Background: an optimization exercise with open tools, aiming at small area. Do not read the settings as production practice. The RTL was checked by simulation tests, not by an equivalence proof against the original design. Power and IR drop assume default switching activity.

## cedar
==> flow/design.v (excerpt) <==
module rms_peak_axis #(
    parameter integer C_S_AXI_DATA_WIDTH = 32,
    parameter integer C_S_AXI_ADDR_WIDTH = 4,
    parameter integer AUDIO_WIDTH        = 16,
    parameter integer ALPHA_WIDTH        = 16,
    parameter integer CORE_LATENCY       = 3
)(
    input  wire aclk,
    input  wire aresetn,
    input  wire [31:0] s_axis_tdata,
    input  wire        s_axis_tlast,
    input  wire        s_axis_tvalid,
    output wire        s_axis_tready,
    output wire [31:0] m_axis_tdata,
    output wire        m_axis_tlast,
    output wire        m_axis_tvalid,
    input  wire        m_axis_tready,
    input  wire [C_S_AXI_ADDR_WIDTH-1:0] s_axi_awaddr,
    input  wire                          s_axi_awvalid,
    output wire                          s_axi_awready,
    input  wire [C_S_AXI_DATA_WIDTH-1:0] s_axi_wdata,
    input  wire [3:0]                    s_axi_wstrb,
    input  wire                          s_axi_wvalid,
    output wire                          s_axi_wready,
    output wire [1:0]                    s_axi_bresp,
    output wire                          s_axi_bvalid,
    input  wire                          s_axi_bready,
    input  wire [C_S_AXI_ADDR_WIDTH-1:0] s_axi_araddr,
    input  wire                          s_axi_arvalid,
    output wire                          s_axi_arready,
    output wire [C_S_AXI_DATA_WIDTH-1:0] s_axi_rdata,
    output wire [1:0]                    s_axi_rresp,
    output wire                          s_axi_rvalid,
    input  wire                          s_axi_rready
);
==> flow/config.mk <==
export PLATFORM = sky130hd
export DESIGN_NAME = rms_peak_axis
export DESIGN_NICKNAME = rms_peak_axis
export VERILOG_FILES = /design/flow/design.v
export SDC_FILE = /design/flow/constraint.sdc
export NUM_CORES = 4
export LEC_CHECK = 0
export ABC_AREA = 1
export CAP_MARGIN = 20
export CORE_MARGIN = 2
export CORE_UTILIZATION = 60
export SLEW_MARGIN = 20
==> flow/constraint.sdc <==
create_clock -name core_clock -period 12.0 [get_ports {aclk}]
set_input_delay 2.4000 -clock core_clock [delete_from_list [all_inputs] [get_ports {aclk}]]
set_output_delay 2.4000 -clock core_clock [all_outputs]
set_load 0.01 [all_outputs]
standard.sh (not shown) runs the stock make flow with config.mk's settings and CLKGATE_MAP_FILE= SYNTH_SCRIPT=/design/flow/synth_recipe.tcl, a recipe that flattens the netlist after the stock synthesis.
==> flow/flow/run.sh <==
#!/bin/bash
# Standard ORFS layout (the standard.sh, standard synthesis unchanged) with
# three changes: port buffers are the smallest buffer (buf_1) instead of the
# delay cell buffer_ports picks by default, CTS uses sky130_fd_sc_hd__clkbuf_4 and inserts no dummy
# clock loads. Each make step logs to orfs/logs/...; make's own output goes to
# flow_make.log.
set -euo pipefail
bash standard.sh \
  'BUFFER_PORTS_ARGS=-buffer_cell sky130_fd_sc_hd__buf_1' \
  'CTS_ARGS=-sink_clustering_enable -repair_clock_nets -dont_use_dummy_load -buf_list sky130_fd_sc_hd__clkbuf_4' \
  finish > flow_make.log 2>&1
Setup changes, cedar to maple
Settings: swapping 60 for 40 in CORE_UTILIZATION.
==> flow/run.sh (new file) <==
#!/bin/bash
# synth_recipe.tcl (not shown) runs the flow's synth.tcl, then flattens the netlist and writes it again
# the make line also repeats each setting of config.mk as NAME=value (left out here)
make -C /OpenROAD-flow-scripts/flow DESIGN_CONFIG=/design/flow/config.mk WORK_HOME=/design/flow/orfs CLKGATE_MAP_FILE= SYNTH_SCRIPT=/design/flow/synth_recipe.tcl finish
removed: flow/flow/run.sh
removed: flow/standard.sh
### Flow results
Part of the power in combinational logic was higher in cedar than in maple.
cedar → maple: setup slack -270 ps, minimum clock period +270 ps.

rms_peak_axis again, from the RTL that the note above started with.
clock: 12.0 ns
lec_check: 0
abc_area: 1
cap_margin: 20
core_margin: 2
core_utilization: 60
slew_margin: 20
==> flow/flow/run.sh <==
#!/bin/bash
# Standard ORFS layout (the standard.sh, standard synthesis unchanged) with
# three changes: port buffers are the smallest buffer (buf_1) instead of the
# delay cell buffer_ports picks by default, CTS uses clkbuf_4 in leaf clusters of at most 8 sinks and inserts no dummy
# clock loads. Each make step logs to orfs/logs/...; make's own output goes to
# flow_make.log.
set -euo pipefail
bash standard.sh \
  'BUFFER_PORTS_ARGS=-buffer_cell sky130_fd_sc_hd__buf_1' \
  'CTS_ARGS=-sink_clustering_enable -repair_clock_nets -dont_use_dummy_load -buf_list sky130_fd_sc_hd__clkbuf_4 -sink_clustering_size 8 -sink_clustering_max_diameter 50' \
  finish > flow_make.log 2>&1
Rerun with:
==> flow/run.sh (new file) <==
#!/bin/bash
# synth_recipe.tcl (not shown) runs the flow's synth.tcl, then flattens the netlist and writes it again
# the make line also repeats each setting of config.mk as NAME=value (left out here)
make -C /OpenROAD-flow-scripts/flow DESIGN_CONFIG=/design/flow/config.mk WORK_HOME=/design/flow/orfs CLKGATE_MAP_FILE= SYNTH_SCRIPT=/design/flow/synth_recipe.tcl finish
- CTS_BUF_LIST: not set -> sky130_fd_sc_hd__clkbuf_4
removed: flow/flow/run.sh
removed: flow/standard.sh
Outcome: Utilization goes up by 3.9 points. Global-route usage goes up by 0.50 points. Wire length goes up by about 2.5%. Fmax goes down by about 0.9%. Clock-buffer cell count goes up by 58. Worst setup slack gets worse by 0.094 ns. Synthesized area does not change.
Rerun with:
==> flow/flow/run.sh (new file) <==
#!/bin/bash
# Standard ORFS layout (the standard.sh, standard synthesis unchanged) with
# three changes: port buffers are the smallest buffer (buf_1) instead of the
# delay cell buffer_ports picks by default, CTS uses sky130_fd_sc_hd__clkbuf_8 and inserts no dummy
# clock loads. Each make step logs to orfs/logs/...; make's own output goes to
# flow_make.log.
set -euo pipefail
bash standard.sh \
  'BUFFER_PORTS_ARGS=-buffer_cell sky130_fd_sc_hd__buf_1' \
  'CTS_ARGS=-sink_clustering_enable -repair_clock_nets -dont_use_dummy_load -buf_list sky130_fd_sc_hd__clkbuf_8' \
  finish > flow_make.log 2>&1
==> flow/standard.sh (new file) <==
#!/bin/bash
# synth_recipe.tcl (not shown) runs the flow's synth.tcl, then flattens the netlist and writes it again
# the make line also repeats each setting of config.mk as NAME=value (left out here)
make -C /OpenROAD-flow-scripts/flow DESIGN_CONFIG=/design/flow/config.mk WORK_HOME=/design/flow/orfs CLKGATE_MAP_FILE= SYNTH_SCRIPT=/design/flow/synth_recipe.tcl "${@:-finish}"
- CTS_BUF_LIST: sky130_fd_sc_hd__clkbuf_4 -> not set
removed: flow/run.sh
=> Hold slack hardly moves; die area is unchanged; clock power goes down by about a fifth; total power goes down by a few percent; setup slack got worse by 0.083 ns; area after synthesis does not change; final area goes down by a few percent; core utilization goes down by 3.1 points; synthesized cell count is unchanged; wire length goes down slightly.

-- port drivers added, routing unchanged --
No port has a modelled driver above. Below, the same layouts with a new extraction and two added sets of constraints. Step 1 (the two cells are an assumption about what drives the block):
set clk [get_ports {aclk}]
set_driving_cell -lib_cell sky130_fd_sc_hd__clkbuf_16 $clk
set_driving_cell -lib_cell sky130_fd_sc_hd__buf_2 [delete_from_list [all_inputs] $clk]
Step 2, shift: input delay + t, output delay - t, t = (earliest + latest rising clock arrival at the registers) / 2. This alone moves slack from input paths to output paths. a / b / c = ideal / step 1 / step 2; a / b = the first two.
run	t (ns)	slack for setup (ns)	latest minus earliest clock arrival (ns)
cedar	0.798	1.545 / 1.575 / 0.776	0.087 / 0.087
maple	0.647	1.278 / 1.315 / 0.668	0.016 / 0.016
the first run of note 2	0.779	1.549 / 1.576 / 0.797	0.052 / 0.052
the second run of note 2	0.843	1.455 / 1.481 / 0.638	0.073 / 0.072
the third run of note 2	0.651	1.372 / 1.405 / 0.754	0.091 / 0.091
After both steps setup and hold are still met in every run listed. The setup slack of the second run of note 2, which loses most, moves by +0.026 ns with the drivers and by -0.817 ns with both steps.
